Background: an optimization exercise with open tools, aiming at small area. Do not read the settings as production practice.
In this exercise RTL edits were held to simulation tests only and were not proved equivalent to the original.
Power and IR drop assume default switching activity.

$ cat design/flow/run.sh
#!/bin/bash
# synth_recipe.tcl (not shown) runs the flow's synth.tcl, then flattens the netlist and writes it again
# the make line also repeats each setting of config.mk as NAME=value (left out here)
make -C /OpenROAD-flow-scripts/flow DESIGN_CONFIG=/design/flow/config.mk WORK_HOME=/design/flow/orfs CLKGATE_MAP_FILE= SYNTH_SCRIPT=/design/flow/synth_recipe.tcl finish
$ cat design/flow/config.mk
export PLATFORM = sky130hd
export DESIGN_NAME = ds1302_all_time_rw
export DESIGN_NICKNAME = ds1302_all_time_rw
export VERILOG_FILES = /design/flow/design.v
export SDC_FILE = /design/flow/constraint.sdc
export NUM_CORES = 4
export LEC_CHECK = 0
export CAP_MARGIN = 20
export CORE_MARGIN = 2
export CORE_UTILIZATION = 40
export SLEW_MARGIN = 20
$ cat design/flow/constraint.sdc
create_clock -name core_clock -period 10.0 [get_ports {sclk}]
set_input_delay 2.0000 -clock core_clock [delete_from_list [all_inputs] [get_ports {sclk}]]
set_output_delay 2.0000 -clock core_clock [all_outputs]
set_load 0.01 [all_outputs]
$ cat design/flow/design.v
module ds1302_single_byte_rw #(
    parameter sys_clk_freq = 50_000_000,  
    parameter ds1302_clk_speed = 200_000  
)
(
    input wire sclk,  
    input wire nrst,  
    input wire[7:0] addr,  
    input wire[7:0] write_byte,  
    output reg[7:0] read_byte,  
    input wire write_trigger,  
    input wire read_trigger,  
    output reg write_done,  
    output reg read_done,  
    output reg ds1302_ce,  
    output reg ds1302_sclk,  
    output wire ds1302_io_out,  
    output wire ds1302_io_oe,  
    input wire ds1302_io_in  
);
reg io_ctrl;  
reg io_out_reg;  
wire io_in_reg;  
assign ds1302_io_out = io_out_reg;
assign ds1302_io_oe = io_ctrl;
assign io_in_reg = ds1302_io_in;
reg[31:0] cnt_prescaler;
parameter cnt_prescaler_MAX = (sys_clk_freq / ds1302_clk_speed / 4) - 1;
always @(posedge sclk or negedge nrst) begin
    if(nrst == 0) cnt_prescaler <= 0;
    else if(cnt_prescaler == cnt_prescaler_MAX) cnt_prescaler <= 0;
    else cnt_prescaler <= cnt_prescaler + 1;
end
reg signal_prescaler;
parameter cnt_prescaler_MAX_minus_1 = cnt_prescaler_MAX - 1;
always @(posedge sclk or negedge nrst) begin
    if(nrst == 0) signal_prescaler <= 0;
    else if(cnt_prescaler == cnt_prescaler_MAX_minus_1) signal_prescaler <= 1;
    else signal_prescaler <= 0;
end
reg[16:0] rw_step_cnt;  
parameter write_step_cnt_MAX = 65;  
parameter read_step_cnt_MAX = 65;  
reg is_writing;  
reg is_reading;  
always @(posedge sclk or negedge nrst) begin
    if(nrst == 0) rw_step_cnt <= 0;
    else if(is_writing && signal_prescaler && rw_step_cnt == write_step_cnt_MAX) rw_step_cnt <= 0;
    else if(is_writing && signal_prescaler) rw_step_cnt <= rw_step_cnt + 1;
    else if(is_writing) rw_step_cnt <= rw_step_cnt;
    else if(is_reading && signal_prescaler && rw_step_cnt == read_step_cnt_MAX) rw_step_cnt <= 0;
    else if(is_reading && signal_prescaler) rw_step_cnt <= rw_step_cnt + 1;
    else if(is_reading) rw_step_cnt <= rw_step_cnt;
    else rw_step_cnt <= 0;
end
always @(posedge sclk or negedge nrst) begin
    if(nrst == 0) begin
        is_writing <= 0;  
        is_reading <= 0;  
    end
    else if(is_writing && signal_prescaler && rw_step_cnt == write_step_cnt_MAX) is_writing <= 0;
    else if(is_reading && signal_prescaler && rw_step_cnt == read_step_cnt_MAX) is_reading <= 0;
    else if(!is_writing && !is_reading && write_trigger && read_trigger) begin
        is_writing <= is_writing;
        is_reading <= is_reading;
    end
    else if(!is_writing && !is_reading && write_trigger) is_writing <= 1;
    else if(!is_writing && !is_reading && read_trigger) is_reading <= 1;
    else begin
        is_writing <= is_writing;
        is_reading <= is_reading;
    end
end
reg[7:0] reg_send_byte;
reg[7:0] reg_recv_byte;
always @(posedge sclk or negedge nrst) begin
    if(nrst == 0) begin
        ds1302_ce <= 0;  
        ds1302_sclk <= 0;  
        io_ctrl <= 1;  
        io_out_reg <= 1'b0;  
        reg_send_byte <= 8'b1111_1111;
        reg_recv_byte <= 8'b1111_1101;
        read_byte <= 8'b1111_1111;
    end
    else if(is_writing && signal_prescaler) begin
        case(rw_step_cnt)
            0  : begin
                ds1302_ce <= 1;          
                ds1302_sclk <= 0;        
                io_ctrl <= 1;            
                io_out_reg <= 0;         
                reg_send_byte <= addr;   
                end
            1  : begin io_ctrl <= 1; io_out_reg <= reg_send_byte[0];    end
            2  : begin ds1302_sclk <= 1;                                end
            4  : begin ds1302_sclk <= 0;                                end
            5  : begin io_ctrl <= 1; io_out_reg <= reg_send_byte[1];    end
            6  : begin ds1302_sclk <= 1;                                end
            8  : begin ds1302_sclk <= 0;                                end
            9  : begin io_ctrl <= 1; io_out_reg <= reg_send_byte[2];    end
            10 : begin ds1302_sclk <= 1;                                end
            12 : begin ds1302_sclk <= 0;                                end
            13 : begin io_ctrl <= 1; io_out_reg <= reg_send_byte[3];    end
            14 : begin ds1302_sclk <= 1;                                end
            16 : begin ds1302_sclk <= 0;                                end
            17 : begin io_ctrl <= 1; io_out_reg <= reg_send_byte[4];    end
            18 : begin ds1302_sclk <= 1;                                end
            20 : begin ds1302_sclk <= 0;                                end
            21 : begin io_ctrl <= 1; io_out_reg <= reg_send_byte[5];    end
            22 : begin ds1302_sclk <= 1;                                end
            24 : begin ds1302_sclk <= 0;                                end
            25 : begin io_ctrl <= 1; io_out_reg <= reg_send_byte[6];    end
            26 : begin ds1302_sclk <= 1;                                end
            28 : begin ds1302_sclk <= 0;                                end
            29 : begin io_ctrl <= 1; io_out_reg <= reg_send_byte[7];    end
            30 : begin ds1302_sclk <= 1;                                end
            32 : begin ds1302_sclk <= 0; reg_send_byte <= write_byte;   end
            33 : begin io_ctrl <= 1; io_out_reg <= reg_send_byte[0];    end
            34 : begin ds1302_sclk <= 1;                                end
            36 : begin ds1302_sclk <= 0;                                end
            37 : begin io_ctrl <= 1; io_out_reg <= reg_send_byte[1];    end
            38 : begin ds1302_sclk <= 1;                                end
            40 : begin ds1302_sclk <= 0;                                end
            41 : begin io_ctrl <= 1; io_out_reg <= reg_send_byte[2];    end
            42 : begin ds1302_sclk <= 1;                                end
            44 : begin ds1302_sclk <= 0;                                end
            45 : begin io_ctrl <= 1; io_out_reg <= reg_send_byte[3];    end
            46 : begin ds1302_sclk <= 1;                                end
            48 : begin ds1302_sclk <= 0;                                end
            49 : begin io_ctrl <= 1; io_out_reg <= reg_send_byte[4];    end
            50 : begin ds1302_sclk <= 1;                                end
            52 : begin ds1302_sclk <= 0;                                end
            53 : begin io_ctrl <= 1; io_out_reg <= reg_send_byte[5];    end
            54 : begin ds1302_sclk <= 1;                                end
            56 : begin ds1302_sclk <= 0;                                end
            57 : begin io_ctrl <= 1; io_out_reg <= reg_send_byte[6];    end
            58 : begin ds1302_sclk <= 1;                                end
            60 : begin ds1302_sclk <= 0;                                end
            61 : begin io_ctrl <= 1; io_out_reg <= reg_send_byte[7];    end
            62 : begin ds1302_sclk <= 1;                                end
            64 : begin ds1302_sclk <= 0;                                end
            65 : begin
                ds1302_ce <= 0;
                ds1302_sclk <= 0;
                io_ctrl <= 1;
                io_out_reg <= 0;
            end
            default: begin io_out_reg <= io_out_reg; end
        endcase
    end
    else if(is_reading && signal_prescaler) begin
        case (rw_step_cnt)
            0  : begin
                ds1302_ce <= 1;          
                ds1302_sclk <= 0;        
                io_ctrl <= 1;            
                io_out_reg <= 0;         
                reg_send_byte <= addr|8'b0000_0001;   
            end
            1  : begin io_ctrl <= 1; io_out_reg <= reg_send_byte[0];    end
            2  : begin ds1302_sclk <= 1;                                end
            4  : begin ds1302_sclk <= 0;                                end
            5  : begin io_ctrl <= 1; io_out_reg <= reg_send_byte[1];    end
            6  : begin ds1302_sclk <= 1;                                end
            8  : begin ds1302_sclk <= 0;                                end
            9  : begin io_ctrl <= 1; io_out_reg <= reg_send_byte[2];    end
            10 : begin ds1302_sclk <= 1;                                end
            12 : begin ds1302_sclk <= 0;                                end
            13 : begin io_ctrl <= 1; io_out_reg <= reg_send_byte[3];    end
            14 : begin ds1302_sclk <= 1;                                end
            16 : begin ds1302_sclk <= 0;                                end
            17 : begin io_ctrl <= 1; io_out_reg <= reg_send_byte[4];    end
            18 : begin ds1302_sclk <= 1;                                end
            20 : begin ds1302_sclk <= 0;                                end
            21 : begin io_ctrl <= 1; io_out_reg <= reg_send_byte[5];    end
            22 : begin ds1302_sclk <= 1;                                end
            24 : begin ds1302_sclk <= 0;                                end
            25 : begin io_ctrl <= 1; io_out_reg <= reg_send_byte[6];    end
            26 : begin ds1302_sclk <= 1;                                end
            28 : begin ds1302_sclk <= 0;                                end
            29 : begin io_ctrl <= 1; io_out_reg <= reg_send_byte[7];    end
            30 : begin ds1302_sclk <= 1;                                end
            32 : begin
                ds1302_sclk <= 0;
                io_ctrl <= 0;  
                reg_recv_byte <= 8'b1111_1111;  
                end
            33 : begin io_ctrl <= 0; reg_recv_byte[0] <= io_in_reg;     end
            34 : begin ds1302_sclk <= 1;                                end
            36 : begin ds1302_sclk <= 0;                                end
            37 : begin io_ctrl <= 0; reg_recv_byte[1] <= io_in_reg;     end
            38 : begin ds1302_sclk <= 1;                                end
            40 : begin ds1302_sclk <= 0;                                end
            41 : begin io_ctrl <= 0; reg_recv_byte[2] <= io_in_reg;     end
            42 : begin ds1302_sclk <= 1;                                end
            44 : begin ds1302_sclk <= 0;                                end
            45 : begin io_ctrl <= 0; reg_recv_byte[3] <= io_in_reg;     end
            46 : begin ds1302_sclk <= 1;                                end
            48 : begin ds1302_sclk <= 0;                                end
            49 : begin io_ctrl <= 0; reg_recv_byte[4] <= io_in_reg;     end
            50 : begin ds1302_sclk <= 1;                                end
            52 : begin ds1302_sclk <= 0;                                end
            53 : begin io_ctrl <= 0; reg_recv_byte[5] <= io_in_reg;     end
            54 : begin ds1302_sclk <= 1;                                end
            56 : begin ds1302_sclk <= 0;                                end
            57 : begin io_ctrl <= 0; reg_recv_byte[6] <= io_in_reg;     end
            58 : begin ds1302_sclk <= 1;                                end
            60 : begin ds1302_sclk <= 0;                                end
            61 : begin io_ctrl <= 0; reg_recv_byte[7] <= io_in_reg;     end
            64 : begin read_byte <= reg_recv_byte;  end
            65 : begin
                ds1302_ce <= 0;
                ds1302_sclk <= 0;
                io_ctrl <= 1;
                io_out_reg <= 0;
                end
            default: begin io_out_reg <= io_out_reg; end
        endcase
    end
    else begin
        ds1302_ce <= ds1302_ce;
        ds1302_sclk <= ds1302_sclk;
        io_ctrl <= io_ctrl;
        io_out_reg <= io_out_reg;
        reg_send_byte <= reg_send_byte;
        reg_recv_byte <= reg_recv_byte;
        read_byte <= read_byte;
    end
end
always @(posedge sclk or negedge nrst) begin
    if(nrst == 0) begin
        write_done <= 0;
        read_done <= 0;
    end
    else if(signal_prescaler && is_writing && rw_step_cnt == write_step_cnt_MAX) write_done <= 1;
    else if(signal_prescaler && is_reading && rw_step_cnt == read_step_cnt_MAX) read_done <= 1;
    else begin
        write_done <= 0;
        read_done <= 0;
    end
end
endmodule
module ds1302_all_time_rw #(
    parameter sys_clk_freq = 50_000_000,  
    parameter ds1302_clk_speed = 200_000  
)
(
    input wire sclk,
    input wire nrst,
    input wire set_trig,
    input wire get_trig,
    input wire[63:0] bcd_time_set,
    output reg[63:0] bcd_time_get,
    output wire ds1302_ce,  
    output wire ds1302_sclk,  
    output wire ds1302_io_out,  
    output wire ds1302_io_oe,  
    input wire ds1302_io_in  
);
reg[16:0] sg_step_cnt;
parameter set_step_cnt_MAX = 8;
parameter get_step_cnt_MAX = 8;
reg is_setting, is_getting;
wire write_done, read_done;
always @(posedge sclk or negedge nrst) begin
    if(nrst == 0) sg_step_cnt <= 0;
    else if(is_setting && write_done && sg_step_cnt == set_step_cnt_MAX) sg_step_cnt <= 0;
    else if(is_setting && write_done) sg_step_cnt <= sg_step_cnt + 1;
    else if(is_setting) sg_step_cnt <= sg_step_cnt;
    else if(is_getting && read_done && sg_step_cnt == get_step_cnt_MAX) sg_step_cnt <= 0;
    else if(is_getting && read_done) sg_step_cnt <= sg_step_cnt + 1;
    else if(is_getting) sg_step_cnt <= sg_step_cnt;
    else sg_step_cnt <= 0;
end
always @(posedge sclk or negedge nrst) begin
    if(nrst == 0) begin
        is_setting <= 0;
        is_getting <= 0;
    end
    else if(is_setting && write_done && sg_step_cnt == set_step_cnt_MAX) is_setting <= 0;
    else if(is_getting && read_done && sg_step_cnt == get_step_cnt_MAX) is_getting <= 0;
    else if(!is_setting && !is_getting && set_trig && get_trig) begin
        is_setting <= is_setting;
        is_getting <= is_getting;
    end
    else if(!is_setting && !is_getting && set_trig) is_setting <= 1;
    else if(!is_setting && !is_getting && get_trig) is_getting <= 1;
    else begin
        is_setting <= is_setting;
        is_getting <= is_getting;
    end
end
reg first_operation_signal;  
always @(posedge sclk or negedge nrst) begin
    if(nrst == 0) first_operation_signal <= 0;
    else if(!is_setting && !is_getting && set_trig && get_trig) first_operation_signal <= 0;
    else if(!is_setting && !is_getting && (set_trig || get_trig)) first_operation_signal <= 1;
    else first_operation_signal <= 0;
end
localparam DS1302_SECOND_REG = 8'h80;
localparam DS1302_MINUTE_REG = 8'h82;
localparam DS1302_HOUR_REG   = 8'h84;
localparam DS1302_DATE_REG   = 8'h86;
localparam DS1302_MONTH_REG  = 8'h88;
localparam DS1302_DAY_REG    = 8'h8A;
localparam DS1302_YEAR_REG   = 8'h8C;
localparam DS1302_WP_REG     = 8'h8E;
reg[7:0] addr, write_byte;
wire[7:0] read_byte;
reg write_trigger, read_trigger;
always @(posedge sclk or negedge nrst) begin
    if(nrst == 0) begin
        addr <= 0; write_byte <= 0;
        write_trigger <= 0; read_trigger <= 0;
        bcd_time_get <= 0;
    end
    else if(is_setting && (first_operation_signal || write_done)) begin
        case(sg_step_cnt)
            0: begin write_byte <= bcd_time_set[63:56]; addr <= DS1302_WP_REG;     write_trigger <= 1; end
            1: begin write_byte <= bcd_time_set[55:48]; addr <= DS1302_YEAR_REG;   write_trigger <= 1; end
            2: begin write_byte <= bcd_time_set[47:40]; addr <= DS1302_DAY_REG;    write_trigger <= 1; end
            3: begin write_byte <= bcd_time_set[39:32]; addr <= DS1302_MONTH_REG;  write_trigger <= 1; end
            4: begin write_byte <= bcd_time_set[31:24]; addr <= DS1302_DATE_REG;   write_trigger <= 1; end
            5: begin write_byte <= bcd_time_set[23:16]; addr <= DS1302_HOUR_REG;   write_trigger <= 1; end
            6: begin write_byte <= bcd_time_set[15: 8]; addr <= DS1302_MINUTE_REG; write_trigger <= 1; end
            7: begin write_byte <= bcd_time_set[ 7: 0]; addr <= DS1302_SECOND_REG; write_trigger <= 1; end
            8: begin write_byte <= 0; addr <= 0; write_trigger <= 0; end
            default: begin write_byte <= write_byte; addr <= addr; write_trigger <= write_trigger;  end
        endcase
    end
    else if(is_getting && (first_operation_signal || read_done)) begin
        case(sg_step_cnt)
            0: begin addr <= DS1302_WP_REG; read_trigger <= 1; end
            1: begin bcd_time_get[63:56] <= read_byte; addr <= DS1302_YEAR_REG;   read_trigger <= 1; end
            2: begin bcd_time_get[55:48] <= read_byte; addr <= DS1302_DAY_REG;    read_trigger <= 1; end
            3: begin bcd_time_get[47:40] <= read_byte; addr <= DS1302_MONTH_REG;  read_trigger <= 1; end
            4: begin bcd_time_get[39:32] <= read_byte; addr <= DS1302_DATE_REG;   read_trigger <= 1; end
            5: begin bcd_time_get[31:24] <= read_byte; addr <= DS1302_HOUR_REG;   read_trigger <= 1; end
            6: begin bcd_time_get[23:16] <= read_byte; addr <= DS1302_MINUTE_REG; read_trigger <= 1; end
            7: begin bcd_time_get[15: 8] <= read_byte; addr <= DS1302_SECOND_REG; read_trigger <= 1; end
            8: begin bcd_time_get[ 7: 0] <= read_byte; end
            default: begin bcd_time_get <= bcd_time_get; addr <= addr; read_trigger <= read_trigger; end
        endcase
    end
    else begin
        addr <= addr;
        write_byte <= write_byte;
        write_trigger <= 0; read_trigger <= 0;
        bcd_time_get <= bcd_time_get;
    end
end
ds1302_single_byte_rw #(
    .sys_clk_freq (sys_clk_freq),  
    .ds1302_clk_speed (ds1302_clk_speed)  
) ds1302_single_byte_rw_inst (
    .sclk(sclk),  
    .nrst(nrst),  
    .addr(addr),  
    .write_byte(write_byte),  
    .read_byte(read_byte),  
    .write_trigger(write_trigger),  
    .read_trigger(read_trigger),  
    .write_done(write_done),  
    .read_done(read_done),  
    .ds1302_ce(ds1302_ce),  
    .ds1302_sclk(ds1302_sclk),  
    .ds1302_io_out(ds1302_io_out),
    .ds1302_io_oe(ds1302_io_oe),
    .ds1302_io_in(ds1302_io_in)
);
endmodule
==> results.cfg, run 1 <==
[job]
cap_violations = 0

[worst_setup_path]
r2r-start = sg_step_cnt[11]
reg2reg_depth = 5
slowest_stage = dfstp_2
crit_path_cell_trace = clkdlybuf4s50_1
cp_data_required_time_ns = 8.00
path_buf_inv = 1
crit_path_max_incr_delay_ns = 0.55
crit_path_start_kind = flip-flop
cp-end-kind = output port
critPathArrivalTime_ns = 1.53
reg2reg_slack_ns = 7.06
rr_endpoint = bcd_time_get[5]
crit_path_start = ds1302_single_byte_rw_inst.io_ctrl
crit_type = reg2out
path_delay_family = flip-flops
cp_max_fo = 3

[cts]
postCtsSetupBuffers = 0
clkTransAtPathRegs_ns = 0.08
clock_sinks = 180
cts_made_buffers = 17
cts_buffer_depth = 2
clock_latency_ns = 0.44
h-tree-depth = 4
cts_resized = 0
root_buffer = clkbuf_16
hold_buffers = 0
cts_tree = built

[placement]
dpl_cell_area_um2 = 10500
gp_congestion = 0.816
io_buffer_count = 136
hpwlAfterDp_um = 15500

[routing]
drtPass1Iterations = 5
drc_errors = 0
routed_wl_um = 21700
ant_nets = 0
first_iter_violations = 401
viasPerCell = 5.41
vias = 6657
avgRoutedWirePerCell_um = 17.6

[synth]
yosysSeqAreaShare_pct = 50.8
yosys.area.top_type = dfrtp_1
synth_top_area_share_pct = 43.7
synth_edf_count = 0
postSynthAreaPerCell_um2 = 11.0
syn-instance-count = 814
synth_seq_cells = 180
syn_nets = 894
ys_types = 79
synthFlopType = dfrtp_1
async_reset_ff_share_pct = 100
yosysWarningCount = 2
synth.area.top_cells = dfrtp_1 44%, mux2_2 8.3%, dfstp_2 7.1%
syn_area_um2 = 8930

[timing]
fin_setup_tns_ns = 0
finalSetupViolations = 0
worstMarginPinSlew_ns = 0.915
skew_ns = 0.0115
rsz0062_at_grt = false
finalMaxSlewViolations = 0
hold_viol_final = 0
fin_crit_ns = 3.53
slew_headroom_pct = 39.0
layout_worst_path_cycle_share_pct = 35.3
clock.fmax_mhz = 283

[min_path]
hold_end = ds1302_single_byte_rw_inst.reg_send_byte[3]
min_from = ds1302_single_byte_rw_inst.reg_send_byte[3]
hp-class = reg2reg
holdPathStages = 2

[floorplan]
placementRows = 54
die_x_um = 153
die_y_um = 153
floorplan.core_area_um2 = 21900
initial_core_util_pct = 40.8
io_pins = 137
dieArea_um2 = 23500

[power_and_ir_drop]
clkPwrFrac_pct = 44.4
p_int_uw = 1140
pwr-share-seq_pct = 50.0
swShare_pct = 26.2
p_comb_share_pct = 5.6
p_per_area_nw_per_um2 = 138
vdd_drop_max_mv = 0.127
switchingPower_uw = 404
power.leakage_uw = 0.00475

[grt]
grt_pass1_vias = 6480
globalRouteOverflowTotal = 0
grt_max_degree = 71
grt_pass1_wl_um = 35600
antenna_found_initial = 0
grt_usage_pct = 18.8

[finish]
diodes = 0
layout_common_cells = 156 x dfrtp_1, 135 x clkdlybuf4s50_1, 70 x nor2_1
final_common_cell = dfrtp_1
multiInputGateArea_um2 = 4170
largest_reg_flops = 64
drive_gt1_share_pct = 17.4
seqCellArea_um2 = 4530
n_fill_cell = 2011
top_register = bcd_time_get
fin_nets = 1017
reg_top3 = bcd_time_get x64, ds1302_single_byte_rw_inst.cnt_prescaler x32
post-route-util_pct = 50.9
syn2layout_area_growth_pct = 24.7
stdcell_area_um2 = 11100

[status]
status = no timing/DRC/antenna violations
==> worst reg2reg max path: cells and delay by family, from the launching register on <==
family	cells	cell delay, ns
AND/OR/NAND/NOR	4	2.01
flip-flops	1	0.41
multiplexers	1	0.41
==> routing by layer <==
metal  GRT usage (%)  wire length [um]
met3            3.74               881
met5               0                 0
met1            26.7             10600
met2            29.6              9930
met4            4.76               261
==> worst max-delay path by stage <==
stage	to	slack, ns	cells past startpoint
2_1_floorplan	write_byte[7]	6.89	6
3_3_place_gp	bcd_time_get[18]	5.88	3
3_5_place_dp	bcd_time_get[18]	5.91	3
4_1_cts	ds1302_single_byte_rw_inst.cnt_prescaler[14]	6.39	3
5_1_grt	bcd_time_get[62]	6.09	3
6_report	ds1302_io_oe	6.47	1
==> cells by family after synthesis <==
| group | after synthesis | share of synthesized area [%] |
|---|---|---|
| flip-flops | 180 | 50.8 |
| XOR/XNOR | 49 | 4.81 |
| adder cells (fa/ha/maj) | 11 | 1.54 |
| buffers and inverters | 52 | 2.48 |
| multiplexers | 89 | 11.6 |
| AO/OA/AOI/OAI | 146 | 10.6 |
| AND/OR/NAND/NOR | 287 | 18.2 |
==> stage by stage <==
stage | cells | hold slack (ns) | power [uW] | worst slack (ns)
floorplan | 814 | 0.439 | 812 | 6.89
global placement | 1198 | 0.449 | 868 | 5.88
detailed placement | 1198 | 0.453 | 870 | 5.91
CTS | 1230 | 0.465 | 1560 | 6.39
global route | 1230 | 0.485 | 1600 | 6.09
finish | 1230 | 0.465 | 1540 | 6.47
==> power groups by stage <==
stage / logic, uW / registers [uW] / clock network [uW]
global placement: 86.4 / 782 / 0
global route: 96.4 / 773 / 730
detailed placement: 86.6 / 783 / 0
CTS: 87.5 / 769 / 701
floorplan: 39.1 / 773 / 0
finish: 85.6 / 769 / 684
==> Yosys cell counts (all sizes together) (10+ instances only) <==
library cell  number
dfrtp            156
mux2              82
nor2              75
nand2             57
a21oi             43
o21ai             34
nand3             30
xnor2             28
dfstp             24
nand4             23
clkbuf            22
xor2              21
nor3              20
and3              17
inv               17
buf               13
a31oi             12
nor4              12
ha                11
and2              10
==> final cells by class <==
class	instances	area share, %
Timing Repair Buffer	139	12.4
Clock inverter	15	1.79
Clock buffer	17	3.82
Tap cell	280	3.15
Sequential cell	180	40.7
Multi-Input combinational cell	582	37.5
Inverter	17	0.573
==> run 2: changes to the inputs <==
==> design/flow/design.v (replaced) <==
module ds1302_all_time_rw #(
    parameter sys_clk_freq = 50_000_000,
    parameter ds1302_clk_speed = 200_000
)
(
    input wire sclk,
    input wire nrst,
    input wire set_trig,
    input wire get_trig,
    input wire[63:0] bcd_time_set,
    output reg[63:0] bcd_time_get,
    output wire ds1302_ce,
    output wire ds1302_sclk,
    output wire ds1302_io_out,
    output wire ds1302_io_oe,
    input wire ds1302_io_in
);
localparam PRE_MAX = (sys_clk_freq / ds1302_clk_speed / 4) - 1;
reg [5:0] pre;
wire stp = (pre == PRE_MAX);
always @(posedge sclk or negedge nrst) begin
    if (!nrst) pre <= 0;
    else if (stp) pre <= 0;
    else pre <= pre + 1'b1;
end
reg [6:0] v;
reg [3:0] q;
reg get;
wire idle    = (q == 4'd0) && v[6] && !v[5] && (v[1] || v[0]);
wire accept  = idle && (set_trig ^ get_trig);
wire in_xfer = !v[6] || v[5];
wire post    = v[6] && !v[5] && !(v[1] && v[0]);
wire start   = (v == 7'd67) && stp && (q != 4'd0);
always @(posedge sclk or negedge nrst) begin
    if (!nrst) begin
        v <= 7'd67;
        q <= 4'd0;
    end
    else if (accept) begin
        v <= 7'd65;
        q <= 4'd9;
    end
    else if (post || (in_xfer && stp)) v <= v + 1'b1;
    else if (start) begin
        v <= 7'd127;
        q <= q - 1'b1;
    end
end
always @(posedge sclk)
    if (idle) get <= get_trig;
wire [2:0] r = q[3] ? 3'd7 : q[2:0];
wire [7:0] cmd = {1'b1, 3'b000, r, get};
wire [7:0] dat = bcd_time_set[{r, 3'b000} +: 8];
assign ds1302_ce     = in_xfer;
assign ds1302_sclk   = !v[6] && (v[1] ^ v[0]) && !(get && v[5:2] == 4'b1111);
assign ds1302_io_oe  = !(get && !v[6] && (v[5] || v[4:0] == 5'b11111));
assign ds1302_io_out = !v[6] && (v[5] ? dat[v[4:2]] : cmd[v[4:2]]);
wire shift = get && stp && !v[6] && v[1] && v[0] &&
             (v[5] ? (v[4:2] != 3'b111) : (v[4:2] == 3'b111));
wire [63:0] shifted;
genvar k;
generate
    for (k = 0; k < 8; k = k + 1) begin : g_byte
        assign shifted[8*k+6 -: 7] = bcd_time_get[8*k+7 -: 7];
        if (k == 0) begin : g_in
            assign shifted[7] = ds1302_io_in;
        end else begin : g_link
            assign shifted[8*k+7] = bcd_time_get[8*k-8];
        end
    end
endgenerate
always @(posedge sclk or negedge nrst) begin
    if (!nrst) bcd_time_get <= 64'd0;
    else if (shift) bcd_time_get <= shifted;
end
endmodule
==> results.cfg, run 2 <==
[cts]
cts_resized = 0
clock_latency_ns = 0.35
clock_sinks = 82
clkTransAtPathRegs_ns = 0.09
h-tree-depth = 3
cts_tree = built
root_buffer = clkbuf_8
hold_buffers = 0
cts_made_buffers = 9
postCtsSetupBuffers = 0
cts_buffer_depth = 2

[synth]
synth_edf_count = 1
yosysMostFrequentCell = dfrtp_1
synthFlopType = dfrtp_1
synthTopCellsByCount = 78 x dfrtp_1, 66 x mux2_2, 18 x nand2_1, 17 x nor2_1
ys_types = 57
synth_seq_cells = 82
async_reset_ff_share_pct = 98.8
postSynthAreaPerCell_um2 = 11.7
yosysWarningCount = 1
synth_top_area_share_pct = 47.9
syn_area_um2 = 4080
yosys.area.top_type = dfrtp_1
synth.area.top_cells = dfrtp_1 48%, mux2_2 18%, mux2i_1 2.2%
syn-instance-count = 348
yosysSeqAreaShare_pct = 50.6
syn_nets = 423

[timing]
skew_ns = 0.0166
finalSetupViolations = 0
fin_crit_ns = 6.35
holdWs_ns = 0.503
rsz0062_at_grt = false
slew_headroom_pct = 34.2
setup_ws_ns = 3.65
layout_worst_path_cycle_share_pct = 63.5
worstMarginPinSlew_ns = 0.977
finalMaxSlewViolations = 0
hold_viol_final = 0
clock.fmax_mhz = 158
fin_setup_tns_ns = 0

[grt]
antenna_found_initial = 0
grt_pass1_vias = 3201
grt_pass1_wl_um = 17300
globalRouteOverflowTotal = 0
grt_usage_pct = 19.5
grt_max_degree = 82

[finish]
drive_gt1_share_pct = 19.8
diodes = 0
largest_reg_flops = 64
fin_cells = 614
reg_top3 = bcd_time_get x64, v x7, pre x6
fin_nets = 551
layout_common_cells = 135 x clkdlybuf4s50_1, 78 x dfrtp_1, 66 x mux2_2
syn2layout_area_growth_pct = 41.4
final_common_cell = clkdlybuf4s50_1
top_register = bcd_time_get

[worst_setup_path]
slowest_stage = mux4_2
path_common_cell = clkdlybuf4s50_1
cp_num_cells = 8
crit_type = in2out
crit_path_cell_trace = clkdlybuf4s50_1 -> or2_0 -> mux4_2 -> a2111oi_2 -> or4_1 -> nor3_1 -> a32o_1 -> clkdlybuf4s50_1
r2r-start = q[0]
reg2reg_slack_ns = 7.04
crit_path_start = bcd_time_set[33]
cp_data_required_time_ns = 8.00
path_buf_inv = 2
reg2reg_depth = 7
rr_endpoint = v[5]
crit_path_start_kind = input port
path_delay_family = buffers and inverters
critPathArrivalTime_ns = 4.35
cp_max_fo = 1
crit_path_max_incr_delay_ns = 0.51
cp-end-kind = output port
endpoint = ds1302_io_out

[power_and_ir_drop]
power.leakage_uw = 0.00250
vdd_drop_max_mv = 0.0851
p_per_area_nw_per_um2 = 119
p_total_uw = 686

[placement]
gp_congestion = 0.810
preCtsSetupSlack_ns = 3.64
hpwlAfterDp_um = 7130
dpl.cell_count = 597
io_buffer_count = 136

[routing]
routed_wl_um = 10200
avgRoutedWirePerCell_um = 16.6
ant_nets = 0
drc_errors = 0
viasPerCell = 5.24
vias = 3219
drtPass1Iterations = 5
first_iter_violations = 119

[min_path]
min_from = pre[5]
hp-class = reg2reg
holdPathStages = 1

[floorplan]
initial_core_util_pct = 41.5
placementRows = 36
dieArea_um2 = 11000
floorplan.core_area_um2 = 9820
die_y_um = 105
io_pins = 137
die_x_um = 105

[job]
cap_violations = 0

[status]
status = no timing/DRC/antenna violations
run 2: cell types whose count changed after synthesis, moves of 16 or more:
cell,change
xnor2_1,-23
nand4_1,-21
nand2_1,-35
clkbuf_1,-16
a21oi_1,-28
nor2_1,-53
o21ai_0,-20
dfrtp_1,-78
dfstp_2,-21
xor2_1,-19
run 2: logic make-up (layout without fill, tap and decap cells):
group	Yosys count	in the layout	share of synthesized area, %
simple gates	78	78	9.52
mux	77	77	21.6
fa+ha+maj	6	6	1.84
xor+xnor	7	7	1.50
compound gates	67	67	11.5
buf+inv	31	164	3.47
flops	82	82	50.6
run 2: worst min-delay path by stage:
stage	endpoint	slack [ns]
after global placement	pre[5]	0.46
after floorplan	pre[5]	0.44
final	pre[5]	0.50
after CTS	pre[5]	0.51
after global routing	bcd_time_get[56]	0.54
after detailed placement	pre[5]	0.49
run 2: power breakdown:
part | switching (uW) | leakage, uW | internal (uW)
Clock | 126 | 0.000114 | 150
Combinational | 24.6 | 0.00129 | 41.2
Sequential | 10.0 | 0.00109 | 335
Total | 160 | 0.00250 | 526
run 2: area by class of cell:
| cell class | count | area [um^2] |
|---|---|---|
| Clock buffer | 10 | 138 |
| Clock inverter | 6 | 93.8 |
| Fill cell | 859 | 4060 |
| Inverter | 10 | 37.5 |
| Multi-Input combinational cell | 235 | 1880 |
| Sequential cell | 82 | 2060 |
| Tap cell | 133 | 166 |
| Timing Repair Buffer | 138 | 1390 |
run 2: per-stage QoR:
step	utilization (%)	area [um^2]
after floorplan	-	4080
after global placement	56.1	5510
after detailed placement	56.1	5510
after CTS	58.5	5740
after global routing	58.7	5760
final	58.7	5760
run 2: metal layers:
metal / track usage (%) / up-vias / part of all wire [%] / wire length, um
li1: - / 1545 / - / -
met1: 27.3 / 1568 / 47 / 4780
met2: 29.2 / 96 / 46 / 4660
met3: 6.43 / 10 / 5.9 / 600
met4: 4.95 / 0 / 1.4 / 138
met5: 0 / - / 0 / 0
==> run 3: changes to the inputs <==
--- a/design/flow/config.mk
+++ b/design/flow/config.mk
@@ -9,3 +9,3 @@
 export CORE_MARGIN = 2
-export CORE_UTILIZATION = 40
+export CORE_UTILIZATION = 70
 export SLEW_MARGIN = 20
==> results.cfg, run 3 <==
[status]
status = stopped before the end
lastStage = 3_3_place_gp
error = [ERROR GPL-0301] Utilization 104.030 % exceeds 100%.

[synth]
ys_types = 57
synth_seq_cells = 82
synthTopCellsByCount = 78 x dfrtp_1, 66 x mux2_2, 18 x nand2_1, 17 x nor2_1
syn_area_um2 = 4080
yosysWarningCount = 1
async_reset_ff_share_pct = 98.8
synthFlopType = dfrtp_1
syn-instance-count = 348
synth_edf_count = 1
synth.area.top_cells = dfrtp_1 48%, mux2_2 18%, mux2i_1 2.2%
yosysMostFrequentCell = dfrtp_1
yosys.area.top_type = dfrtp_1
syn_nets = 423
yosysSeqAreaShare_pct = 50.6
postSynthAreaPerCell_um2 = 11.7
synth_top_area_share_pct = 47.9

[floorplan]
initial_core_util_pct = 73.1
placementRows = 27
die_y_um = 80.3
die_x_um = 80.3
io_pins = 137

[placement]
io_buffer_count = 136
[run 3: cell counts after synthesis]
Identical to the previous run, type by type.
[run 3: logic make-up after synthesis]
| kind of cell | after synthesis | share of synthesized area, % |
|---|---|---|
| buffers and inverters | 31 | 3.47 |
| AO/OA/AOI/OAI | 67 | 11.5 |
| flip-flops | 82 | 50.6 |
| AND/OR/NAND/NOR | 78 | 9.52 |
| multiplexers | 77 | 21.6 |
| adder cells (fa/ha/maj) | 6 | 1.84 |
| XOR/XNOR | 7 | 1.50 |
==> run 4: changes to the inputs <==
==> design/flow/flow/run.sh (new file) <==
#!/bin/bash
# Standard ORFS layout, with the smallest buffer on every input and output port.
set -euo pipefail
cd "$(dirname "$0")/.."
echo 'export BUFFER_PORTS_ARGS = -buffer_cell sky130_fd_sc_hd__buf_1' >> config.mk
bash standard.sh > standard_flow.log 2>&1
==> design/flow/standard.sh (new file) <==
#!/bin/bash
# synth_recipe.tcl (not shown) runs the flow's synth.tcl, then flattens the netlist and writes it again
# the make line also repeats each setting of config.mk as NAME=value (left out here)
make -C /OpenROAD-flow-scripts/flow DESIGN_CONFIG=/design/flow/config.mk WORK_HOME=/design/flow/orfs CLKGATE_MAP_FILE= SYNTH_SCRIPT=/design/flow/synth_recipe.tcl "${@:-finish}"
--- a/design/flow/config.mk
+++ b/design/flow/config.mk
@@ -9,3 +9,4 @@
 export CORE_MARGIN = 2
-export CORE_UTILIZATION = 70
+export CORE_UTILIZATION = 40
 export SLEW_MARGIN = 20
+export BUFFER_PORTS_ARGS = -buffer_cell sky130_fd_sc_hd__buf_1
removed: design/flow/run.sh
==> results.cfg, run 4 <==
[grt]
grt_pass1_wl_um = 15700
globalRouteOverflowTotal = 0
antenna_found_initial = 0
grt_usage_pct = 17.5
grt_pass1_vias = 3192
grt_max_degree = 82

[floorplan]
die_x_um = 105
die_y_um = 105
initial_core_util_pct = 41.5
dieArea_um2 = 11000
floorplan.core_area_um2 = 9820
placementRows = 36
io_pins = 137

[finish]
final_common_cell = buf_1
layout_common_cells = 135 x buf_1, 78 x dfrtp_1, 66 x mux2_2
drive_gt1_share_pct = 19.4
top_register = bcd_time_get
syn2layout_area_growth_pct = 18.9
reg_top3 = bcd_time_get x64, v x7, pre x6
fin_cells = 613
n_fill_cell = 976
fin_nets = 550
diodes = 0
largest_reg_flops = 64

[power_and_ir_drop]
power.leakage_uw = 0.00212
vdd_drop_max_mv = 0.0765
p_per_area_nw_per_um2 = 125

[worst_setup_path]
path_common_cell = buf_1
cp_data_required_time_ns = 8.00
cp-end-kind = output port
slowest_stage = mux4_2
cp_max_fo = 1
crit_path_max_incr_delay_ns = 0.51
crit_type = in2out
path_delay_family = compound AO/OA/AOI/OAI gates
path_buf_inv = 2
crit_path_start_kind = input port
critPathArrivalTime_ns = 3.68
crit_path_cell_trace = buf_1 -> or2_0 -> mux4_2 -> a2111oi_2 -> or4_1 -> nor3_1 -> a32o_1 -> buf_1

[synth]
syn_area_um2 = 4080
synth.area.top_cells = dfrtp_1 48%, mux2_2 18%, mux2i_1 2.2%
yosysWarningCount = 1
yosysSeqAreaShare_pct = 50.6
async_reset_ff_share_pct = 98.8
synthFlopType = dfrtp_1
synth_top_area_share_pct = 47.9
postSynthAreaPerCell_um2 = 11.7
synthTopCellsByCount = 78 x dfrtp_1, 66 x mux2_2, 18 x nand2_1, 17 x nor2_1
yosys.area.top_type = dfrtp_1
syn_nets = 423
synth_seq_cells = 82
yosysMostFrequentCell = dfrtp_1
ys_types = 57
synth_edf_count = 1
syn-instance-count = 348

[routing]
ant_nets = 0
vias = 3200
routed_wl_um = 9320
avgRoutedWirePerCell_um = 15.2
drc_errors = 0
viasPerCell = 5.22
drtPass1Iterations = 4
first_iter_violations = 104

[timing]
rsz0062_at_grt = false
fin_crit_ns = 5.68
hold_viol_final = 0
layout_worst_path_cycle_share_pct = 56.8
clock.fmax_mhz = 176
finalMaxSlewViolations = 0
slew_headroom_pct = 26.7
skew_ns = 0.0101
finalSetupViolations = 0
fin_setup_tns_ns = 0
worstMarginPinSlew_ns = 1.09

[cts]
clock_sinks = 82
cts_tree = built
cts_buffer_depth = 2
root_buffer = clkbuf_8
cts_resized = 0
clkTransAtPathRegs_ns = 0.08
hold_buffers = 0
h-tree-depth = 3
cts_made_buffers = 9
postCtsSetupBuffers = 0
clock_latency_ns = 0.35

[min_path]
hp-class = reg2reg

[placement]
dpl.cell_count = 597
io_buffer_count = 136
hpwlAfterDp_um = 6590
gp_congestion = 0.851

[job]
cap_violations = 0

[status]
status = no timing/DRC/antenna violations
[run 4: area by class of cell]
cell class,instances,area [um^2],area share (%)
Clock buffer,10,128,2.63
Clock inverter,6,48.8,1.01
Inverter,10,37.5,0.775
Multi-Input combinational cell,235,1880,38.8
Sequential cell,82,2060,42.5
Tap cell,133,166,3.43
Timing Repair Buffer,137,526,10.8
[run 4: report_power, final]
| part | switching (uW) | total (uW) | leakage, uW | internal, uW |
|---|---|---|---|---|
| clock | 125 | 217 | 0.0000795 | 92.4 |
| sequential | 9.94 | 344 | 0.00109 | 335 |
| combinational | 23.8 | 45.5 | 0.000944 | 21.7 |
[run 4: worst reg2reg max path, delay by kind of cell, from the launching register on]
kind	cells	cell delay [ns]
buffers and inverters	1	0.56
adders and majority gates	1	0.38
DFF	1	0.99
and+or+nand+nor	3	0.59
AOI/OAI and AO/OA	2	0.34
[run 4: worst paths after layout]
kind | startpoint | slack (ns) | depth (start not counted) | endpoint
max | bcd_time_set[33] | 4.32 | 8 | ds1302_io_out
min | pre[5] | 0.49 | 1 | pre[5]
max reg2reg | q[0] | 7.04 | 7 | v[5]
min reg2reg | pre[5] | 0.49 | 1 | pre[5]
max in group asynchronous | nrst | 7.84 | 1 | bcd_time_get[49]
min in group asynchronous | nrst | 1.66 | 1 | bcd_time_get[29]
[run 4: cell families after synthesis]
logic type,Yosys count,synth area share (%)
AO/OA/AOI/OAI,67,11.5
multiplexers,77,21.6
flip-flops,82,50.6
adder cells (fa/ha/maj),6,1.84
AND/OR/NAND/NOR,78,9.52
buffers and inverters,31,3.47
XOR/XNOR,7,1.50
[run 4: metrics by stage]
step | cell area [um^2] | utilization [%] | hold slack (ns) | total power [uW] | setup slack, ns
floorplan | 4080 | - | 0.443 | 374 | 4.60
global placement | 4660 | 47.5 | 0.466 | 396 | 4.33
detailed placement | 4660 | 47.5 | 0.487 | 397 | 4.32
CTS | 4840 | 49.3 | 0.497 | 616 | 4.31
global route | 4840 | 49.3 | 0.544 | 638 | 4.25
finish | 4840 | 49.3 | 0.492 | 607 | 4.32
[run 4: routing by layer]
metal / routed length (um) / share of wire (%) / GRT usage (%) / vias to the layer above
met2: 4470 / 48 / 28.9 / 103
met5: 0 / 0 / 0 / -
met3: 591 / 6.3 / 4.99 / 8
met1: 4170 / 45 / 22.3 / 1543
li1: - / - / - / 1546
met4: 96 / 1.0 / 4.95 / 0
==> run 5: changes to the inputs <==
--- a/design/flow/design.v
+++ b/design/flow/design.v
@@ -19,7 +19,6 @@
 reg [5:0] pre;
-wire stp = (pre == PRE_MAX);
+wire stp = (pre == 6'b100000);
 always @(posedge sclk or negedge nrst) begin
-    if (!nrst) pre <= 0;
-    else if (stp) pre <= 0;
-    else pre <= pre + 1'b1;
+    if (!nrst) pre <= 6'b000001;
+    else pre <= {pre[4:0], ~(pre[5] ^ pre[4]) ^ stp};
 end
==> design/flow/flow/run.sh (replaced) <==
#!/bin/bash
# Standard ORFS layout with two changes: synthesis maps the logic with ABC's
# area-oriented mapper, and every input and output port gets the smallest buffer.
set -euo pipefail
cd "$(dirname "$0")/.."
W=$PWD
echo 'export BUFFER_PORTS_ARGS = -buffer_cell sky130_fd_sc_hd__buf_1' >> config.mk
export AREA_ABC_SCRIPT=$W/flow/area.abc
export FLOW_SYNTH_TCL=$W/synth_recipe.tcl
sed "s|SYNTH_SCRIPT=[^ ]*|SYNTH_SCRIPT=$W/flow/synth.tcl|" standard.sh > own_standard.sh
grep -q "SYNTH_SCRIPT=$W/flow/synth.tcl" own_standard.sh
bash own_standard.sh > own_standard.log 2>&1
==> design/flow/flow/area.abc (new file) <==
strash
dch -f
amap -m
==> design/flow/flow/synth.tcl (new file) <==
# The standard synthesis (synth_recipe.tcl), with ABC's technology mapping
# done for area (amap) instead of ORFS's delay-driven script.
proc abc {args} {
  set i [lsearch -exact $args -script]
  set args [lreplace $args [expr {$i + 1}] [expr {$i + 1}] $::env(AREA_ABC_SCRIPT)]
  puts "abc (area script): $args"
  yosys abc {*}$args
}
source $::env(FLOW_SYNTH_TCL)
--- a/design/flow/config.mk
+++ b/design/flow/config.mk
@@ -10,2 +10,5 @@
 export CORE_UTILIZATION = 40
+export CTS_BUF_LIST = sky130_fd_sc_hd__clkbuf_16
+export CTS_CLUSTER_DIAMETER = 500
+export CTS_CLUSTER_SIZE = 100
 export SLEW_MARGIN = 20
==> results.cfg, run 5 <==
[routing]
vias = 3183
drtPass1Iterations = 4
viasPerCell = 5.67
drc_errors = 0
avgRoutedWirePerCell_um = 15.4
ant_nets = 0
routed_wl_um = 8630
first_iter_violations = 169

[synth]
synthTopCellsByCount = 77 x dfrtp_1, 67 x o22a_1, 28 x o22ai_1, 23 x clkinv_1, 14 x o21ai_0
postSynthAreaPerCell_um2 = 11.8
async_reset_ff_share_pct = 98.8
synthFlopType = dfrtp_1
synth_top_area_share_pct = 54.8
synth.area.top_cells = dfrtp_1 55%, o22a_1 17%, o22ai_1 5.0%
synth_seq_cells = 82
yosys.area.top_type = dfrtp_1
syn_area_um2 = 3520
syn_nets = 371
syn-instance-count = 298
yosysMostFrequentCell = dfrtp_1
ys_types = 27
synth_edf_count = 1
yosysWarningCount = 1
yosysSeqAreaShare_pct = 58.6

[worst_setup_path]
critPathArrivalTime_ns = 3.65
crit_type = reg2out
reg2reg_depth = 8
cp_data_required_time_ns = 8.00
crit_path_start_kind = flip-flop
cp-end-kind = output port
cp_max_fo = 22

[timing]
fin_crit_ns = 5.65
finalMaxSlewViolations = 0
layout_worst_path_cycle_share_pct = 56.5
rsz0062_at_grt = false
skew_ns = 0.00961
hold_viol_final = 0
fin_setup_tns_ns = 0
holdWs_ns = 0.374
finalSetupViolations = 0
slew_headroom_pct = 40.1
clock.fmax_mhz = 177
worstMarginPinSlew_ns = 0.895

[finish]
fin_cells = 561
layout_common_cells = 135 x buf_1, 77 x dfrtp_1, 67 x o22a_1
top_register = bcd_time_get
reg_top3 = bcd_time_get x64, v x7, pre x6
fin_nets = 521
drive_gt1_share_pct = 5.96
largest_reg_flops = 64
diodes = 0
final_common_cell = buf_1
syn2layout_area_growth_pct = 28.7

[cts]
h-tree-depth = 3
cts_resized = 0
root_buffer = clkbuf_16
cts_made_buffers = 9
clock_latency_ns = 0.33
clock_sinks = 82
postCtsSetupBuffers = 0
cts_tree = built
hold_buffers = 0
clkTransAtPathRegs_ns = 0.06
cts_buffer_depth = 2

[power_and_ir_drop]
p_per_area_nw_per_um2 = 151
clkPwrFrac_pct = 47.9
power.leakage_uw = 0.00187
swShare_pct = 21.2
pwr-share-seq_pct = 48.8
p_comb_share_pct = 3.3
vdd_drop_max_mv = 0.0931
p_int_uw = 538
switchingPower_uw = 144

[floorplan]
initial_core_util_pct = 40.7
dieArea_um2 = 9560
die_x_um = 97.8
die_y_um = 97.8
floorplan.core_area_um2 = 8640
placementRows = 34
io_pins = 137

[grt]
grt_pass1_wl_um = 14200
grt_pass1_vias = 2967
antenna_found_initial = 0
globalRouteOverflowTotal = 0
grt_max_degree = 82
grt_usage_pct = 17.8

[min_path]
hp-class = reg2reg
holdPathStages = 0

[placement]
gp_congestion = 0.865
hpwlAfterDp_um = 5830
dpl.cell_count = 544
io_buffer_count = 136

[status]
status = no timing/DRC/antenna violations

[job]
cap_violations = 0
-- run 5: power groups by stage --
stage	Combinational, uW	Sequential, uW	Clock (uW)
2_1_floorplan	5.65	339	0
3_3_place_gp	23.2	338	0
3_5_place_dp	23.0	338	0
4_1_cts	23.2	332	336
5_1_grt	26.0	332	354
6_report	22.7	332	327
-- run 5: kinds of logic (layout without fill, tap and decap cells) --
family	after synthesis	after routing	share of synthesized area, %
adders and majority gates	4	4	1.42
AOI/OAI and AO/OA	154	154	33.1
and+or+nand+nor	35	35	4.41
DFF	82	82	58.6
buffers and inverters	23	178	2.45
-- run 5: worst max-delay path: stages (launching register included) --
cell      delay, ns
dfrtp_1        0.43
nor2_1         0.71
clkinv_1       0.74
o221ai_1       0.39
o21ai_0        0.13
and3_1         0.20
o32a_1         0.32
o22ai_1        0.15
a221oi_1       0.10
buf_1          0.15
-- run 5: area by class of cell --
type                       count  area (um^2)
sequential                    82         2060
tap                          108          135
clock inverter                 7         76.3
inverter                      23         86.3
clock buffer                   9          225
multi-input combinational    193         1380
timing repair buffer         139          561
fill                         808         4110
-- run 5: path summary, 6_finish.rpt --
path                            startpoint  slack, ns               end
worst min-delay path                pre[3]       0.37            pre[4]
worst max register to register      pre[3]       7.00  bcd_time_get[56]
worst min register to register      pre[3]       0.37            pre[4]
min in group asynchronous             nrst       1.71   bcd_time_get[9]
worst max-delay path                  q[3]       4.35     ds1302_io_out
max in group asynchronous             nrst       7.81  bcd_time_get[61]
-- run 5: metal layers --
layer	GRT usage (%)	share of wire, %	vias to the layer above
li1	-	-	1525
met1	24.6	44	1528
met4	5.34	1.3	0
met5	0	0	-
met2	27.0	46	118
met3	6.01	8.5	12
-- run 5: stage by stage --
stage	setup slack (ns)	total power (uW)	util, %	instance area, um^2
after floorplan	2.24	344	-	3520
after CTS	4.00	692	52.0	4490
final	4.35	682	52.4	4530
after detailed placement	4.35	361	48.5	4190
after global placement	4.48	362	48.5	4190
after global routing	4.01	712	52.4	4530
==> run 6: changes to the inputs <==
--- a/design/flow/config.mk
+++ b/design/flow/config.mk
@@ -10,5 +10,2 @@
 export CORE_UTILIZATION = 40
-export CTS_BUF_LIST = sky130_fd_sc_hd__clkbuf_16
-export CTS_CLUSTER_DIAMETER = 500
-export CTS_CLUSTER_SIZE = 100
 export SLEW_MARGIN = 20
==> results.cfg, run 6 <==
[cts]
clock_sinks = 82
cts_made_buffers = 9
clock_latency_ns = 0.35
cts_tree = built
h-tree-depth = 3
cts_resized = 0
root_buffer = clkbuf_8
postCtsSetupBuffers = 0
cts_buffer_depth = 2
clkTransAtPathRegs_ns = 0.09
hold_buffers = 0

[grt]
grtUsageMet1_pct = 24.1
grt_usage_pct = 17.9
busiest_layer = met2
met2_usage_pct = 27.2
grtUsageMet3_pct = 5.73
antenna_found_initial = 0
grt_pass1_wl_um = 14200
grt_pass1_vias = 2974
grt_max_degree = 82
globalRouteOverflowTotal = 0

[worst_setup_path]
r2r-start = pre[3]
reg2reg_slack_ns = 6.96
crit_path_start = q[3]
critPathArrivalTime_ns = 3.65
endpoint = ds1302_io_out
reg2reg_depth = 7
cp_max_fo = 22
cp-end-kind = output port
rr_endpoint = bcd_time_get[43]
crit_path_start_kind = flip-flop
cp_data_required_time_ns = 8.00
crit_type = reg2out

[synth]
yosysSeqAreaShare_pct = 58.6
synth.area.top_cells = dfrtp_1 55%, o22a_1 17%, o22ai_1 5.0%
synthFlopType = dfrtp_1
yosysWarningCount = 1
syn-instance-count = 298
yosys.area.top_type = dfrtp_1
synth_seq_cells = 82
async_reset_ff_share_pct = 98.8
synth_top_area_share_pct = 54.8
postSynthAreaPerCell_um2 = 11.8
syn_area_um2 = 3520
syn_nets = 371
ys_types = 27
synthTopCellsByCount = 77 x dfrtp_1, 67 x o22a_1, 28 x o22ai_1, 23 x clkinv_1, 14 x o21ai_0
yosysMostFrequentCell = dfrtp_1
synth_edf_count = 1

[placement]
io_buffer_count = 136
hpwlAfterDp_um = 5830
gp_congestion = 0.865

[timing]
clock.fmax_mhz = 177
layout_worst_path_cycle_share_pct = 56.5
hold_viol_final = 0
rsz0062_at_grt = false
skew_ns = 0.0144
worstMarginPinSlew_ns = 1.06
finalMaxSlewViolations = 0
fin_crit_ns = 5.65
slew_headroom_pct = 29.0
fin_setup_tns_ns = 0
finalSetupViolations = 0

[finish]
fin_nets = 520
drive_gt1_share_pct = 5.75
diodes = 0
top_register = bcd_time_get
reg_top3 = bcd_time_get x64, v x7, pre x6
post-route-util_pct = 50.9
largest_reg_flops = 64
layout_common_cells = 135 x buf_1, 77 x dfrtp_1, 67 x o22a_1
syn2layout_area_growth_pct = 25.0
final_common_cell = buf_1

[floorplan]
placementRows = 34
io_pins = 137
dieArea_um2 = 9560
initial_core_util_pct = 40.7
floorplan.core_area_um2 = 8640
die_x_um = 97.8
die_y_um = 97.8

[routing]
viasPerCell = 5.61
first_iter_violations = 165
drtPass1Iterations = 4
ant_nets = 0
vias = 3144
routed_wl_um = 8620
drc_errors = 0
avgRoutedWirePerCell_um = 15.4

[power_and_ir_drop]
p_per_area_nw_per_um2 = 135
vdd_drop_max_mv = 0.0852
power.leakage_uw = 0.00181

[job]
cap_violations = 0

[min_path]
hp-class = reg2reg

[status]
status = no timing/DRC/antenna violations
==> run 6: per-stage QoR <==
| stage | std cells | area, um^2 | setup slack, ns | total power [uW] | hold slack, ns |
|---|---|---|---|---|---|
| 4_1_cts | 560 | 4390 | 3.96 | 604 | 0.383 |
| 2_1_floorplan | 298 | 3520 | 2.24 | 344 | 0.346 |
| 6_report | 560 | 4400 | 4.35 | 595 | 0.380 |
| 5_1_grt | 560 | 4400 | 3.98 | 624 | 0.393 |
| 3_3_place_gp | 544 | 4190 | 4.48 | 362 | 0.356 |
| 3_5_place_dp | 544 | 4190 | 4.35 | 361 | 0.361 |
==> run 6: worst max-delay path, stage by stage, from the launching register on <==
cell      delay [ns]
dfrtp_1         0.44
nor2_1          0.70
clkinv_1        0.74
o221ai_1        0.39
o21ai_0         0.13
and3_1          0.20
o32a_1          0.32
o22ai_1         0.15
a221oi_1        0.10
buf_1           0.15
==> run 6: cell type report <==
class / instances / area [um^2]
timing repair buffer: 138 / 533
fill: 825 / 4240
inverter: 23 / 86.3
tap: 108 / 135
multi-input combinational: 193 / 1380
sequential: 82 / 2060
clock buffer: 9 / 124
clock inverter: 7 / 76.3
==> run 6: where the power goes <==
part	switching [uW]	internal (uW)
registers	0	332
logic	12.5	10.2
clock network	123	117
total	136	459
==> run 6: cell families (layout without fill, tap and decap cells) <==
group	count (synthesis)	in the layout	synth area share [%]
AO/OA/AOI/OAI	154	154	33.1
flip-flops	82	82	58.6
AND/OR/NAND/NOR	35	35	4.41
buffers and inverters	23	177	2.45
adder cells (fa/ha/maj)	4	4	1.42
==> run 6: worst min path at each step <==
stage          startpoint  endpoint  slack (ns)  cells past startpoint
2_1_floorplan      pre[3]    pre[4]        0.35                      0
3_3_place_gp       pre[2]    pre[3]        0.36                      0
3_5_place_dp       pre[1]    pre[2]        0.36                      0
4_1_cts            pre[3]    pre[4]        0.38                      0
5_1_grt            pre[1]    pre[2]        0.39                      0
6_report           pre[3]    pre[4]        0.38                      0
==> run 6: layer usage <==
layer / wire length [um] / vias to the layer above
met5: 0 / -
met1: 3720 / 1499
met3: 772 / 12
met2: 4000 / 116
li1: - / 1517
met4: 124 / 0
==> run 7: changes to the inputs <==
--- a/design/flow/flow/run.sh
+++ b/design/flow/flow/run.sh
@@ -6,2 +6,3 @@
 W=$PWD
+echo 'export CTS_ARGS = -sink_clustering_enable -repair_clock_nets -dont_use_dummy_load -buf_list sky130_fd_sc_hd__clkbuf_8' >> config.mk
 echo 'export BUFFER_PORTS_ARGS = -buffer_cell sky130_fd_sc_hd__buf_1' >> config.mk
--- a/design/flow/config.mk
+++ b/design/flow/config.mk
@@ -11,2 +11,3 @@
 export SLEW_MARGIN = 20
+export CTS_ARGS = -sink_clustering_enable -repair_clock_nets -dont_use_dummy_load -buf_list sky130_fd_sc_hd__clkbuf_8
 export BUFFER_PORTS_ARGS = -buffer_cell sky130_fd_sc_hd__buf_1
==> results.cfg, run 7 <==
[status]
status = no timing/DRC/antenna violations

[floorplan]
placementRows = 34
initial_core_util_pct = 40.7
die_y_um = 97.8
io_pins = 137
die_x_um = 97.8
dieArea_um2 = 9560
floorplan.core_area_um2 = 8640

[cts]
cts_resized = 0
root_buffer = clkbuf_8
hold_buffers = 0
h-tree-depth = 3
clock_sinks = 82
cts_buffer_depth = 2
postCtsSetupBuffers = 0
cts_tree = built
cts_made_buffers = 9
clkTransAtPathRegs_ns = 0.07
clock_latency_ns = 0.35

[finish]
syn2layout_area_growth_pct = 22.9
layout_common_cells = 135 x buf_1, 77 x dfrtp_1, 67 x o22a_1
fin_cells = 553
fin_nets = 520
post-route-util_pct = 50.0
final_common_cell = buf_1
top_register = bcd_time_get
n_fill_cell = 839
reg_top3 = bcd_time_get x64, v x7, pre x6
drive_gt1_share_pct = 4.27
diodes = 0
largest_reg_flops = 64

[placement]
gp_congestion = 0.865
io_buffer_count = 136
hpwlAfterDp_um = 5830
dpl.cell_count = 544

[routing]
drc_errors = 0
vias = 3135
avgRoutedWirePerCell_um = 15.5
viasPerCell = 5.67
first_iter_violations = 158
routed_wl_um = 8580
ant_nets = 0
drtPass1Iterations = 4

[synth]
synth.area.top_cells = dfrtp_1 55%, o22a_1 17%, o22ai_1 5.0%
syn-instance-count = 298
synth_seq_cells = 82
syn_nets = 371
ys_types = 27
yosysMostFrequentCell = dfrtp_1
async_reset_ff_share_pct = 98.8
yosysSeqAreaShare_pct = 58.6
synth_edf_count = 1
syn_area_um2 = 3520
postSynthAreaPerCell_um2 = 11.8
synthTopCellsByCount = 77 x dfrtp_1, 67 x o22a_1, 28 x o22ai_1, 23 x clkinv_1, 14 x o21ai_0
synth_top_area_share_pct = 54.8
yosysWarningCount = 1
yosys.area.top_type = dfrtp_1
synthFlopType = dfrtp_1

[worst_setup_path]
crit_path_cell_trace = nor2_1 -> clkinv_1 -> o221ai_1 -> o21ai_0 -> and3_1 -> o32a_1 -> o22ai_1 -> a221oi_1 -> buf_1
cp-end-kind = output port
slowest_stage = clkinv_1
r2r-start = pre[3]
cp_num_cells = 9
reg2reg_depth = 7
cp_data_required_time_ns = 8.00
path_delay_family = compound AO/OA/AOI/OAI gates
critPathArrivalTime_ns = 3.63
crit_path_start_kind = flip-flop
crit_type = reg2out
cp_max_fo = 22
path_buf_inv = 2
crit_path_max_incr_delay_ns = 0.74
crit_path_start = q[3]

[timing]
fin_crit_ns = 5.63
worstMarginPinSlew_ns = 1.06
finalSetupViolations = 0
layout_worst_path_cycle_share_pct = 56.3
fin_setup_tns_ns = 0
clock.fmax_mhz = 178
slew_headroom_pct = 29.2
rsz0062_at_grt = false
hold_viol_final = 0
finalMaxSlewViolations = 0
skew_ns = 0.0315

[grt]
globalRouteOverflowTotal = 0
grt_pass1_wl_um = 14100
antenna_found_initial = 0
grt_pass1_vias = 2951
grt_max_degree = 82
grt_usage_pct = 17.9

[power_and_ir_drop]
clkPwrFrac_pct = 33.7
vdd_drop_max_mv = 0.0839
p_per_area_nw_per_um2 = 124
power.leakage_uw = 0.00178
switchingPower_uw = 112
p_comb_share_pct = 4.2
p_int_uw = 423
pwr-share-seq_pct = 62.1
swShare_pct = 20.9

[min_path]
holdPathStages = 0
hp-class = reg2reg
min_from = pre[1]

[job]
cap_violations = 0
[run 7: cell counts after synthesis]
No cell type changed its count.
[run 7: worst register-to-register path, delay by kind of cell, from the launching register on]
| family | cells | cell delay (ns) |
|---|---|---|
| buffers and inverters | 3 | 1.32 |
| AND/OR/NAND/NOR | 3 | 0.84 |
| flip-flops | 1 | 0.37 |
| AO/OA/AOI/OAI | 1 | 0.37 |
[run 7: cell families after synthesis]
group / count (synthesis) / share of synthesized area (%)
DFF: 82 / 58.6
buffers and inverters: 23 / 2.45
adders and majority gates: 4 / 1.42
and+or+nand+nor: 35 / 4.41
AOI/OAI and AO/OA: 154 / 33.1
[run 7: layout make-up]
cell class	instances	area, um^2	share of cell area (%)
multi-input combinational	193	1380	32.0
timing repair buffer	138	533	12.3
inverter	23	86.3	2.00
sequential	82	2060	47.7
clock buffer	9	124	2.87
tap	108	135	3.13
[run 7: metal layers]
layer / part of all wire [%] / GRT usage [%] / vias up
met5: 0 / 0 / -
met4: 1.3 / 5.02 / 0
met3: 8.8 / 7.09 / 13
met2: 47 / 27.0 / 119
met1: 43 / 24.2 / 1492
li1: - / - / 1511
[run 7: final timing paths]
kind,to,slack (ns)
max,ds1302_io_out,4.37
min,pre[2],0.36
max reg2reg,bcd_time_get[43],6.97
min reg2reg,pre[2],0.36
max in group asynchronous,bcd_time_get[61],7.81
min in group asynchronous,bcd_time_get[9],1.69
[run 7: power by group through the flow]
stage	Combinational [uW]	Clock, uW	Sequential [uW]
finish	22.7	180	332
global route	26.0	207	332
CTS	23.2	188	332
detailed placement	23.0	0	338
global placement	23.2	0	338
floorplan	5.65	0	339
[run 7: per-stage QoR]
stage	power [uW]	area (um^2)	hold slack, ns	setup WS [ns]
2_1_floorplan	344	3520	0.346	2.24
3_3_place_gp	362	4190	0.356	4.48
3_5_place_dp	361	4190	0.361	4.35
4_1_cts	544	4310	0.362	3.99
5_1_grt	564	4320	0.371	4.00
6_report	535	4320	0.359	4.37
==> run 8: changes to the inputs <==
--- a/design/flow/flow/run.sh
+++ b/design/flow/flow/run.sh
@@ -6,3 +6,3 @@
 W=$PWD
-echo 'export CTS_ARGS = -sink_clustering_enable -repair_clock_nets -dont_use_dummy_load -buf_list sky130_fd_sc_hd__clkbuf_8' >> config.mk
+echo 'export CTS_ARGS = -sink_clustering_enable -repair_clock_nets -dont_use_dummy_load -sink_clustering_size 40 -sink_clustering_max_diameter 300 -sink_clustering_levels 1 -buf_list sky130_fd_sc_hd__clkbuf_16' >> config.mk
 echo 'export BUFFER_PORTS_ARGS = -buffer_cell sky130_fd_sc_hd__buf_1' >> config.mk
--- a/design/flow/config.mk
+++ b/design/flow/config.mk
@@ -11,3 +11,3 @@
 export SLEW_MARGIN = 20
-export CTS_ARGS = -sink_clustering_enable -repair_clock_nets -dont_use_dummy_load -buf_list sky130_fd_sc_hd__clkbuf_8
+export CTS_ARGS = -sink_clustering_enable -repair_clock_nets -dont_use_dummy_load -sink_clustering_size 40 -sink_clustering_max_diameter 300 -sink_clustering_levels 1 -buf_list sky130_fd_sc_hd__clkbuf_16
 export BUFFER_PORTS_ARGS = -buffer_cell sky130_fd_sc_hd__buf_1
==> results.cfg, run 8 <==
[cts]
hold_buffers = 0
postCtsSetupBuffers = 0
cts_resized = 0
cts_tree = built
cts_made_buffers = 9
root_buffer = clkbuf_16
clock_latency_ns = 0.33
h-tree-depth = 3
cts_buffer_depth = 2
clock_sinks = 82
clkTransAtPathRegs_ns = 0.05

[synth]
syn-instance-count = 298
synthTopCellsByCount = 77 x dfrtp_1, 67 x o22a_1, 28 x o22ai_1, 23 x clkinv_1, 14 x o21ai_0
yosysSeqAreaShare_pct = 58.6
synth-xor-area-share_pct = 0
synth_seq_cells = 82
synth_edf_count = 1
synth-simple-area-share_pct = 4.41
yosysWarningCount = 1
syn_nets = 371
yosysMostFrequentCell = dfrtp_1
postSynthAreaPerCell_um2 = 11.8
synthFlopType = dfrtp_1
synth.area.top_cells = dfrtp_1 55%, o22a_1 17%, o22ai_1 5.0%
synthMuxAreaShare_pct = 0
async_reset_ff_share_pct = 98.8
ys_types = 27
syn_area_um2 = 3520
synth_fa_ha_area_share_pct = 1.42
yosys.area.top_type = dfrtp_1
synth_top_area_share_pct = 54.8
synth_top_family_by_area = compound AO/OA/AOI/OAI gates
synth_compound_area_share_pct = 33.1

[finish]
syn2layout_area_growth_pct = 25.8
fin_nets = 520
drive_gt1_share_pct = 4.27
reg_top3 = bcd_time_get x64, v x7, pre x6
layout_common_cells = 135 x buf_1, 77 x dfrtp_1, 67 x o22a_1
final_common_cell = buf_1
seqCellArea_um2 = 2060
largest_reg_flops = 64
n_fill_cell = 825
multiInputGateArea_um2 = 1380
diodes = 0
stdcell_area_um2 = 4420
top_register = bcd_time_get

[grt]
grt_usage_pct = 17.9
grt_pass1_vias = 2974
antenna_found_initial = 0
grt_pass1_wl_um = 14200
globalRouteOverflowTotal = 0
grt_max_degree = 82

[routing]
drtPass1Iterations = 5
first_iter_violations = 155
viasPerCell = 5.71
vias = 3156
routed_wl_um = 8550
ant_nets = 0
avgRoutedWirePerCell_um = 15.5
drc_errors = 0

[timing]
holdWs_ns = 0.360
slew_headroom_pct = 29.8
worstMarginPinSlew_ns = 1.05
layout_worst_path_cycle_share_pct = 56.2
setup_ws_ns = 4.38
finalSetupViolations = 0
hold_viol_final = 0
fin_setup_tns_ns = 0
rsz0062_at_grt = false
finalMaxSlewViolations = 0
skew_ns = 0.0200
fin_crit_ns = 5.62
clock.fmax_mhz = 178

[placement]
preCtsSetupSlack_ns = 4.35
gp_congestion = 0.865
io_buffer_count = 136
dpl_cell_area_um2 = 4190
hpwlAfterDp_um = 5830

[floorplan]
dieArea_um2 = 9560
die_x_um = 97.8
io_pins = 137
placementRows = 34
floorplan.core_area_um2 = 8640
initial_core_util_pct = 40.7
die_y_um = 97.8

[worst_setup_path]
crit_path_start_kind = flip-flop
cp_max_fo = 22
crit_type = reg2out
cp-end-kind = output port
path_buf_inv = 2
slowest_stage = clkinv_1
path_delay_family = compound AO/OA/AOI/OAI gates
crit_path_cell_trace = nor2_1 -> clkinv_1 -> o221ai_1 -> o21ai_0 -> and3_1 -> o32a_1 -> o22ai_1 -> a221oi_1 -> buf_1
cp_data_required_time_ns = 8.00
cp_num_cells = 9
crit_path_max_incr_delay_ns = 0.73
critPathArrivalTime_ns = 3.62
reg2reg_depth = 7

[power_and_ir_drop]
vdd_drop_max_mv = 0.108
swShare_pct = 19.4
p_comb_share_pct = 3.7
p_per_area_nw_per_um2 = 140
power.leakage_uw = 0.00183
p_int_uw = 501
pwr-share-seq_pct = 53.6
switchingPower_uw = 121
clkPwrFrac_pct = 42.8

[min_path]
hp-class = reg2reg
holdPathStages = 0

[job]
cap_violations = 0

[status]
status = no timing/DRC/antenna violations
run 8: area by class of cell:
class                      count  share of cell area [%]
sequential                    82                    46.6
multi-input combinational    193                    31.2
clock buffer                   9                    5.09
inverter                      23                    1.95
timing repair buffer         138                    12.1
tap                          108                    3.06
run 8: routing by layer:
layer	vias up	global-route usage [%]	part of all wire, %
li1	1516	-	-
met1	1510	24.3	43
met2	118	27.2	46
met3	12	6.66	8.9
met4	0	5.02	1.3
met5	-	0	0
run 8: path summary, 6_finish.rpt:
check	to	start	slack [ns]
max reg2reg	bcd_time_get[43]	pre[3]	6.98
max in group asynchronous	pre[1]	nrst	7.80
max	ds1302_io_out	q[3]	4.38
min in group asynchronous	bcd_time_get[9]	nrst	1.71
min reg2reg	pre[2]	pre[1]	0.36
min	pre[2]	pre[1]	0.36
run 8: logic make-up after synthesis:
logic type               count (synthesis)
AO/OA/AOI/OAI                          154
adder cells (fa/ha/maj)                  4
buffers and inverters                   23
flip-flops                              82
AND/OR/NAND/NOR                         35
run 8: through the flow:
stage	util, %	total power (uW)	instances
floorplan	-	344	298
global placement	48.5	362	544
detailed placement	48.5	361	544
CTS	51.1	632	553
global route	51.2	653	553
finish	51.2	621	553
run 8: power by group through the flow:
| stage | clock network (uW) | logic, uW | registers [uW] |
|---|---|---|---|
| floorplan | 0 | 5.65 | 339 |
| global placement | 0 | 23.2 | 338 |
| detailed placement | 0 | 23.0 | 338 |
| CTS | 276 | 23.2 | 333 |
| global route | 294 | 26.0 | 332 |
| finish | 266 | 22.7 | 333 |

Setup slack of run 8, layout unchanged: 4.383 ns with ideal ports, 4.352 ns with driving cells assumed (clock clkbuf_16, inputs buf_2), 4.583 ns with port delays also shifted by the 0.349 ns mid clock arrival.
